From an optimization exercise on the open Yosys and OpenROAD flow, aimed at a short achievable clock period and few clock cycles; shortcuts taken in it are not production practice.
Function was checked by simulation only, so behaviour that the tests miss may differ from the original.
No activity file was given, so power comes from the tool's default toggle rates.

==> inputs of v21 <==
## simplecore
module	simplecore (
	clk,
	nreset,
	iAddr,
	iData,
	dAddr,
	dIn,
	dOut,
	nRW
);
Settings: LEC_CHECK=0, ABC_CLOCK_PERIOD_IN_PS=3000, CAP_MARGIN=20, CORE_MARGIN=2, CORE_UTILIZATION=40, SETUP_SLACK_MARGIN=5, SLEW_MARGIN=20; clock period 11.5 ns.
standard.sh (not shown) runs the stock make flow with config.mk's settings and CLKGATE_MAP_FILE= SYNTH_SCRIPT=/design/flow/synth_recipe.tcl, a recipe that flattens the netlist after the stock synthesis.
==> flow/flow/run.sh <==
#!/bin/bash
# The standard layout (the standard.sh: the standard synthesis and the
# ORFS steps) with timing repair aimed well below the clock period: every
# repair_timing step works until the setup slack is SETUP_SLACK_MARGIN ns.
# The clock, constraints and all other settings are the design's.
set -euo pipefail
bash standard.sh SETUP_SLACK_MARGIN=8 finish > standard.log 2>&1
==> v7: changes against v21 <==
--- a/flow/design.v
+++ b/flow/design.v
@@ -29,26 +29,28 @@
 wire	[15:0]	p   = p12 ^ (x3 ^ x4);
 wire	[15:0]	co  = (p12 & x3) | (~p12 & x1);
 wire	[15:0]	ci  = {co[14:0], 1'b0};
 wire	[15:0]	cc  = (p & ci) | (~p & x4);
 assign	s = p ^ ci;
 assign	c = {cc[14:0], 1'b0};
 endmodule
-module	boothTree (
+module	mulTree (
 	aL,
 	aH,
 	dL,
 	dH,
+	sq,
 	s,
 	c
 );
 input	[15:0]	aL;
 input	[ 7:0]	aH;
 input	[11:0]	dL;
 input	[23:0]	dH;
+input		sq;	 
 output	[15:0]	s, c;
 wire	[15:0]	row [0:7];
 wire	[ 7:0]	neg = {dH[23], dH[20], dH[17], dH[14], dH[11], dH[8], dH[5], dH[2]};
 genvar	k, i;
 generate
 	for (k = 0; k < 7; k = k + 1) begin : gbooth
 		for (i = 0; i < 16; i = i + 1) begin : gbit
@@ -65,42 +67,39 @@
 			end
 		end
 	end
 endgenerate
 wire	m0 = dH[21] & aH[0];
 wire	m1 = (dH[21] & aH[1]) | (dH[22] & aH[0]);
 assign	row[7] = {m1 ^ (dH[23] & m0), m0, 1'b0, neg[6], 12'b0};
+wire	[15:0]	q0, q1, q2, q3, q4, q5, q6, q7;
+sqRows	IsqRows (
+	.x	(aL & {16{sq}}),
+	.q0	(q0), .q1 (q1), .q2 (q2), .q3 (q3),
+	.q4	(q4), .q5 (q5), .q6 (q6), .q7 (q7)
+);
 wire	[15:0]	s0, c0, s1, c1;
-cmp42	Ic0 (row[0], row[1], row[2], row[3], s0, c0);
-cmp42	Ic1 (row[4], row[5], row[6], row[7], s1, c1);
-wire	[15:0]	s2, c2;
-cmp42	Ic2 (s0, c0, s1, c1, s2, c2);
-assign	s = s2;
-assign	c = c2;
+cmp42	Ic0 (row[0] | q0, row[1] | q1, row[2] | q2, row[3] | q3, s0, c0);
+cmp42	Ic1 (row[4] | q4, row[5] | q5, row[6] | q6, row[7] | q7, s1, c1);
+cmp42	Ic2 (s0, c0, s1, c1, s, c);
 endmodule
-module	sqTree (
+module	sqRows (
 	x,
-	s,
-	c
+	q0, q1, q2, q3, q4, q5, q6, q7
 );
 input	[15:0]	x;
-output	[15:0]	s, c;
-wire	[15:0]	q0, q1, q2, q3, q4, q5, q6, q7;
+output	[15:0]	q0, q1, q2, q3, q4, q5, q6, q7;
 assign	q0 = {(x[0] & x[14]), x[7], (x[0] & x[12]), x[6], (x[0] & x[10]), x[5], (x[0] & x[8]), x[4], (x[0] & x[6]), x[3], (x[0] & x[4]), x[2], (x[0] & x[2]), x[1], 1'b0, x[0]};
 assign	q1 = {(x[1] & x[13]), (x[0] & x[13]), (x[1] & x[11]), (x[0] & x[11]), (x[1] & x[9]), (x[0] & x[9]), (x[1] & x[7]), (x[0] & x[7]), (x[1] & x[5]), (x[0] & x[5]), (x[1] & x[3]), (x[0] & x[3]), 1'b0, (x[0] & x[1]), 1'b0, 1'b0};
 assign	q2 = {(x[2] & x[12]), (x[1] & x[12]), (x[2] & x[10]), (x[1] & x[10]), (x[2] & x[8]), (x[1] & x[8]), (x[2] & x[6]), (x[1] & x[6]), (x[2] & x[4]), (x[1] & x[4]), 1'b0, (x[1] & x[2]), 1'b0, 1'b0, 1'b0, 1'b0};
 assign	q3 = {(x[3] & x[11]), (x[2] & x[11]), (x[3] & x[9]), (x[2] & x[9]), (x[3] & x[7]), (x[2] & x[7]), (x[3] & x[5]), (x[2] & x[5]), 1'b0, (x[2] & x[3]), 1'b0, 1'b0, 1'b0, 1'b0, 1'b0, 1'b0};
 assign	q4 = {(x[4] & x[10]), (x[3] & x[10]), (x[4] & x[8]), (x[3] & x[8]), (x[4] & x[6]), (x[3] & x[6]), 1'b0, (x[3] & x[4]), 1'b0, 1'b0, 1'b0, 1'b0, 1'b0, 1'b0, 1'b0, 1'b0};
 assign	q5 = {(x[5] & x[9]), (x[4] & x[9]), (x[5] & x[7]), (x[4] & x[7]), 1'b0, (x[4] & x[5]), 1'b0, 1'b0, 1'b0, 1'b0, 1'b0, 1'b0, 1'b0, 1'b0, 1'b0, 1'b0};
 assign	q6 = {(x[6] & x[8]), (x[5] & x[8]), 1'b0, (x[5] & x[6]), 1'b0, 1'b0, 1'b0, 1'b0, 1'b0, 1'b0, 1'b0, 1'b0, 1'b0, 1'b0, 1'b0, 1'b0};
 assign	q7 = {1'b0, (x[6] & x[7]), 1'b0, 1'b0, 1'b0, 1'b0, 1'b0, 1'b0, 1'b0, 1'b0, 1'b0, 1'b0, 1'b0, 1'b0, 1'b0, 1'b0};
-wire	[15:0]	s0, c0, s1, c1;
-cmp42	Ic0 (q0, q1, q2, q3, s0, c0);
-cmp42	Ic1 (q4, q5, q6, q7, s1, c1);
-cmp42	Ic2 (s0, c0, s1, c1, s, c);
 endmodule
 module	simplecore (
 	clk,
 	nreset,
 	iAddr,
 	iData,
 	dAddr,
@@ -118,34 +117,35 @@
 output		nRW;
 reg	[15:0]	pc;		 
 reg	[15:0]	fInst;		 
 reg		refillTmp, refill;
 reg	[ 1:0]	cond;
 reg		cmpFlag;
 reg		branchFlag;
-reg		srOEn, eSrWbEn;
-reg	[ 2:0]	aluCtl;
-reg		aluOEn;
+reg		eSrWbEn;
+reg		rAdd, rSub, rAnd, rOr, rMovA, rMovB, rMrs, rSh, rLd;
 reg	[ 2:0]	shiftCtl;
-reg		shiftOEn;
 reg		mulOEn;
 reg	[ 3:0]	wbIdx;
 reg		eWbEn;
 reg		eIAregCtl;
-reg		dInCtl;
 reg		eDOutCtl;
 reg	[15:0]	opA, opB;	 
 reg	[15:0]	mulAL;
 reg	[ 7:0]	mulAH;
-reg	[11:0]	digL;
+reg	[11:0]	digL;		 
 reg	[23:0]	digH;
 reg	[15:0]	dAddrR, dOutR;	 
 reg	[15:0]	mulRes;
 reg		selMA, selMB;
-reg		mcSel, sqSel;
+reg		sqSel;
+reg	[15:0]	shA;
+reg	[ 3:0]	shB;
+reg		shSelA, shSelB;
+reg		memSelA, memSelB;
 reg		wMul;		 
 reg		nRWR;
 reg		wEn;
 reg	[ 3:0]	wIdx;
 reg	[15:0]	wVal;
 reg	[ 3:0]	sr;		 
 reg	[16*15-1:0]	rf;		 
@@ -155,65 +155,54 @@
 wire	live     = execFlag & ~refill;
 wire	flush    = branchFlag & live;
 wire	wbEn     = eWbEn & live;
 wire	srWbEn   = eSrWbEn & live;
 wire	iAregCtl = eIAregCtl & live;
 wire	[15:0]	A = selMA ? mulRes : opA;
 wire	[15:0]	B = selMB ? mulRes : opB;
-wire	[15:0]	aluA = srOEn ? {sr, 12'b0} : A;
-reg	[15:0]	aluOut;
-reg		aluCarry;
-always @(*)
-begin
-	casex (aluCtl)
-		3'b000:	{aluCarry, aluOut} = {1'b0, aluA};
-		3'b001:	{aluCarry, aluOut} = {1'b0, B};
-		3'b010:	{aluCarry, aluOut} = {1'b0, aluA & B};
-		3'b011:	{aluCarry, aluOut} = {1'b0, aluA | B};
-		3'b10?:	{aluCarry, aluOut} = aluA + B;
-		default: {aluCarry, aluOut} = aluA - B;
-	endcase
-end
-wire	aluOverflow = (aluA[15] == B[15]) && (aluA[15] != aluOut[15]);
-wire	[ 3:0]	condFlag = {aluOut[15], ~|aluOut,
-			    aluCtl[2] ? aluCarry : 1'b0,
-			    aluCtl[2] ? aluOverflow : 1'b0};
-wire	[ 3:0]	amt = B[3:0];
-wire	[31:0]	rot = {A, A} >> amt;
-wire	[31:0]	asr = {{16{A[15]}}, A} >> amt;
+wire	[15:0]	sum = A + B;
+wire	[16:0]	dif = {1'b0, A} - {1'b0, B};
+wire	[ 3:0]	condFlag = {dif[15], ~|dif[15:0], dif[16],
+			    (A[15] == B[15]) && (A[15] != dif[15])};
+wire	[15:0]	shIn = shSelA ? mulRes : shA;
+wire	[ 3:0]	amt  = shSelB ? mulRes[3:0] : shB;
+wire	[31:0]	rot = {shIn, shIn} >> amt;
+wire	[31:0]	asr = {{16{shIn[15]}}, shIn} >> amt;
 reg	[15:0]	shiftOut;
 always @(*)
 begin
 	casex (shiftCtl)
-		3'b0??:	shiftOut = A << amt;
-		3'b100:	shiftOut = A >> amt;
+		3'b0??:	shiftOut = shIn << amt;
+		3'b100:	shiftOut = shIn >> amt;
 		3'b101:	shiftOut = asr[15:0];
 		default: shiftOut = rot[15:0];
 	endcase
 end
-wire	[15:0]	bS, bC, qS, qC;
-boothTree	IboothTree (
-	.aL		(mcSel ? mulRes : mulAL),
-	.aH		(mcSel ? mulRes[7:0] : mulAH),
+wire	[15:0]	mS, mC;
+mulTree	ImulTree (
+	.aL		(mulAL		),
+	.aH		(mulAH		),
 	.dL		(digL		),
 	.dH		(digH		),
-	.s		(bS		),
-	.c		(bC		)
-);
-sqTree	IsqTree (
-	.x		(mulRes		),
-	.s		(qS		),
-	.c		(qC		)
+	.sq		(sqSel		),
+	.s		(mS		),
+	.c		(mC		)
 );
-wire	[15:0]	mulOut = (sqSel ? qS : bS) + (sqSel ? qC : bC);
-wire	[15:0]	busWo = (aluOEn   ? aluOut   : 16'b0) |
-			(shiftOEn ? shiftOut : 16'b0) |
-			(dInCtl   ? dIn      : 16'b0);
-assign	dAddr = selMA ? mulRes : dAddrR;
-assign	dOut  = selMB ? mulRes : dOutR;
+wire	[15:0]	mulOut = mS + mC;
+wire	[15:0]	busWo = ({16{rAdd}}  & sum)        |
+			({16{rSub}}  & dif[15:0])  |
+			({16{rAnd}}  & (A & B))    |
+			({16{rOr}}   & (A | B))    |
+			({16{rMovA}} & A)          |
+			({16{rMovB}} & B)          |
+			({16{rMrs}}  & {sr, 12'b0}) |
+			({16{rSh}}   & shiftOut)   |
+			({16{rLd}}   & dIn);
+assign	dAddr = memSelA ? mulRes : dAddrR;
+assign	dOut  = memSelB ? mulRes : dOutR;
 assign	nRW   = nRWR;
 assign	iAddr = pc;
 reg	[ 2:0]	instId;
 always @(*)
 begin
 	casex (fInst[15:12])
 		4'b00??: instId = 3'd0;
@@ -298,49 +287,68 @@
 wire	fwdWA = wEn && (wIdx == aIdx);
 wire	fwdWB = wEn && (wIdx == bIdx);
 wire	[15:0]	wV   = wMul ? mulRes : wVal;
 wire	[15:0]	regA = fwdWA ? wV : rfA;
 wire	[15:0]	regB = fwdWB ? wV : rfB;
 wire	fwdMA = fwdA & mulOEn;
 wire	fwdMB = fwdB & mulOEn & ~immOEn;
-wire	[15:0]	dOpA = (fwdA & ~mulOEn) ? busWo : regA;
-wire	[15:0]	dOpB = immOEn ? dImm : ((fwdB & ~mulOEn) ? busWo : regB);
+wire	fwdOA = fwdA & ~mulOEn;
+wire	fwdOB = fwdB & ~mulOEn & ~immOEn;
+wire	[15:0]	earlyB = immOEn ? dImm : regB;
+wire	[15:0]	dOpA = fwdOA ? busWo : regA;
+wire	[15:0]	dOpB = fwdOB ? busWo : earlyB;
+wire	mcSelD = dMulOEn & (fwdMA | fwdMB);
+wire	mbSwap = fwdMB & ~fwdMA;
+wire	mbFwd  = dMulOEn & (mbSwap ? fwdOA : fwdOB);
+wire	sqSelD = dMulOEn & fwdMA & fwdMB;
+wire	[15:0]	dMulB = (mbFwd & ~sqSelD) ? busWo :
+			((dMulOEn & ~sqSelD) ? (mbSwap ? regA : earlyB) : 16'b0);
 wire	[23:0]	dDig;
 boothDigits	IboothDigits (
-	.b		(dMulOEn ? ((fwdMB & ~fwdMA) ? dOpA : dOpB) : 16'b0),
+	.b		(dMulB		),
 	.digits		(dDig		)
 );
+wire	[15:0]	dMulA = (dMulOEn & fwdOA) ? busWo : (dMulOEn ? regA : 16'b0);
 wire	isMem  = (instId == 3'd3) || (instId == 3'd4);
 always @(posedge clk)
 begin
 	fInst	<= iData;
 	opA	<= dOpA;
 	opB	<= dOpB;
-	mulAL	<= dMulOEn ? dOpA : 16'b0;
+	mulAL	<= mcSelD ? mulOut : dMulA;
 	digL	<= dDig[11:0];
-	dAddrR	<= isMem ? dOpA : 16'b0;
-	dOutR	<= isMem ? dOpB : 16'b0;
+	dAddrR	<= (isMem & fwdOA) ? busWo : (isMem ? regA : 16'b0);
+	dOutR	<= (isMem & fwdOB) ? busWo : (isMem ? earlyB : 16'b0);
 	wEn	<= wbEn && (wbIdx != 4'd15);
 	wIdx	<= wbIdx;
 	wVal	<= busWo;
 	wMul	<= mulOEn;
 	mulRes	<= mulOut;
 	selMA	<= fwdMA;
 	selMB	<= fwdMB;
-	mcSel	<= dMulOEn & (fwdMA | fwdMB);
-	sqSel	<= dMulOEn & fwdMA & fwdMB;
+	shA	<= (dShiftOEn & fwdOA) ? busWo : (dShiftOEn ? regA : 16'b0);
+	shB	<= (dShiftOEn & fwdOB) ? busWo[3:0] : (dShiftOEn ? earlyB[3:0] : 4'b0);
+	shSelA	<= dShiftOEn & fwdMA;
+	shSelB	<= dShiftOEn & fwdMB;
+	memSelA	<= isMem & fwdMA;
+	memSelB	<= isMem & fwdMB;
+	sqSel	<= sqSelD;
 	cmpFlag	<= dCmpFlag;
-	srOEn	<= dSrOEn;
-	aluCtl	<= dAluCtl;
-	aluOEn	<= dAluOEn;
+	rAdd	<= dAluOEn & (dAluCtl[2:1] == 2'b10);
+	rSub	<= dAluOEn & (dAluCtl[2:1] == 2'b11);
+	rAnd	<= dAluOEn & (dAluCtl == 3'b010);
+	rOr	<= dAluOEn & (dAluCtl == 3'b011);
+	rMovA	<= dAluOEn & (dAluCtl == 3'b000) & ~dSrOEn;
+	rMovB	<= dAluOEn & (dAluCtl == 3'b001);
+	rMrs	<= dAluOEn & (dAluCtl == 3'b000) & dSrOEn;
+	rSh	<= dShiftOEn;
+	rLd	<= dDIn;
 	shiftCtl <= dShiftCtl;
-	shiftOEn <= dShiftOEn;
 	mulOEn	<= dMulOEn;
 	wbIdx	<= rdIdx;
-	dInCtl	<= dDIn;
 end
 always @(posedge clk)
 begin
 	if (~nreset)
 	begin
 		pc		<= 16'b0;
 		refillTmp	<= 1'b1;
@@ -354,15 +362,15 @@
 		nRWR		<= 1'b0;
 		sr		<= 4'b0;
 		mulAH		<= 8'b0;
 		digH		<= 24'b0;
 	end
 	else
 	begin
-		pc <= iAregCtl ? aluOut : pcInc;
+		pc <= iAregCtl ? sum : pcInc;
 		if (flush)
 		begin
 			refillTmp <= 1'b1;
 			refill    <= 1'b1;
 		end
 		else
 		begin
@@ -372,18 +380,18 @@
 		cond		<= dCond;
 		branchFlag	<= isBranch;
 		eSrWbEn		<= dSrWbEn;
 		eWbEn		<= dWbTmp & ~dCmpFlag;
 		eIAregCtl	<= dIAreg;
 		eDOutCtl	<= dDOut;
 		nRWR		<= dDOut & ~flush & ~refillTmp;
-		mulAH		<= dMulOEn ? dOpA[7:0] : 8'b0;
+		mulAH		<= mcSelD ? mulOut[7:0] : dMulA[7:0];
 		digH		<= dDig;
 		if (srWbEn)
-			sr <= cmpFlag ? condFlag : aluOut[15:12];
+			sr <= cmpFlag ? condFlag : A[15:12];
 	end
 end
 integer	w;
 always @(posedge clk)
 	for (w = 0; w < 15; w = w + 1)
 		if (wEn && wIdx == w)
 			rf[w*16 +: 16] <= wV;
==> flow/flow/run.sh (replaced) <==
#!/bin/bash
# The standard layout (the standard.sh: the standard synthesis and the
# ORFS steps) with timing repair aimed well below the clock period: every
# repair_timing step works until the setup slack is SETUP_SLACK_MARGIN ns.
# The clock, constraints and all other settings are the design's.
set -euo pipefail
bash standard.sh SETUP_SLACK_MARGIN=7.5 finish > standard.log 2>&1
==> flow/config.mk (replaced) <==
export PLATFORM = sky130hd
export DESIGN_NAME = simplecore
export DESIGN_NICKNAME = simplecore
export VERILOG_FILES = /design/flow/design.v
export SDC_FILE = /design/flow/constraint.sdc
export NUM_CORES = 4
export LEC_CHECK = 0
export ABC_CLOCK_PERIOD_IN_PS = 3000
export CAP_MARGIN = 20
export CORE_MARGIN = 2
export CORE_UTILIZATION = 30
export PLACE_DENSITY = 0.5
export SLEW_MARGIN = 20
==> summary.txt <==
Status: v7 no timing/DRC/antenna violations; v21 no timing/DRC/antenna violations
Worst reg2reg setup slack: v7 7.14 ns; v21 6.98 ns
Source of the worst hold timing path: v7 wbIdx[3]; v21 wbIdx[1]
Post-route worst setup slack: v7 7.14 ns; v21 6.98 ns
Multi-input logic portion of the cell area: v7 49.5%; v21 49.2%
Reg2Reg Launch Point: v7 fInst[9]; v21 selMB
Area fraction of the dominant cell type after synthesis: v7 23.3%; v21 23.8%
Post-route fraction of the period consumed by the critical path: v7 37.9%; v21 39.3%
Post-DR wirelength/cell: v7 29.3 um; v21 30.8 um
Global Route Usage Sum: v7 25.7%; v21 34.8%
Worst Setup SP: v7 fInst[9]; v21 selMB
Slew HR: v7 22.3%; v21 28.1%
Total combinational power: v7 1940 uW; v21 2740 uW
Post-Synthesis Net Count: v7 3479; v21 3309
Flip-flop and latch share of the layout cell area: v7 31.7%; v21 28.4%
Most common library cell in the layout ignoring fill and taps: v7 sky130_fd_sc_hd__nand2_1; v21 sky130_fd_sc_hd__buf_4
Cell at the slowest stage of the critical path: v7 sky130_fd_sc_hd__a21oi_1; v21 sky130_fd_sc_hd__mux2i_2
Testbench counts of v21, summed over its fixed seeds: cycles 54,356.
Testbench counts of v7, summed over its fixed seeds: cycles 54,356.

static timing again, ports no longer ideal:
In the flow no input, the clock included, has a driving cell. The finished layouts below were timed again as built, in two steps.
Step 1 (the two cells are an assumption about what drives the block):
set clk [get_ports {clk}]
set_driving_cell -lib_cell sky130_fd_sc_hd__clkbuf_16 $clk
set_driving_cell -lib_cell sky130_fd_sc_hd__buf_2 [delete_from_list [all_inputs] $clk]
Step 2, shift: input delay + t, output delay - t, t = (earliest + latest rising clock arrival at the registers) / 2. This alone moves slack from input paths to output paths.
Slacks: no drivers / after step 1 / after step 2; pairs: no drivers / after step 1.
| run | shift t [ns] | slack for setup (ns) | worst setup path after step 2 | worst register clock-pin slew, ns |
|---|---|---|---|---|
| v21 | 0.677 | 6.982 / 6.982 / 6.866 | input to register | 0.08 / 0.08 |
| v7 | 0.696 | 7.141 / 7.141 / 6.575 | input to register | 0.07 / 0.07 |
After both steps every run listed still meets setup and hold. The setup slack of v7, which loses most, moves by 0.000 ns with the drivers and by -0.566 ns with both steps.
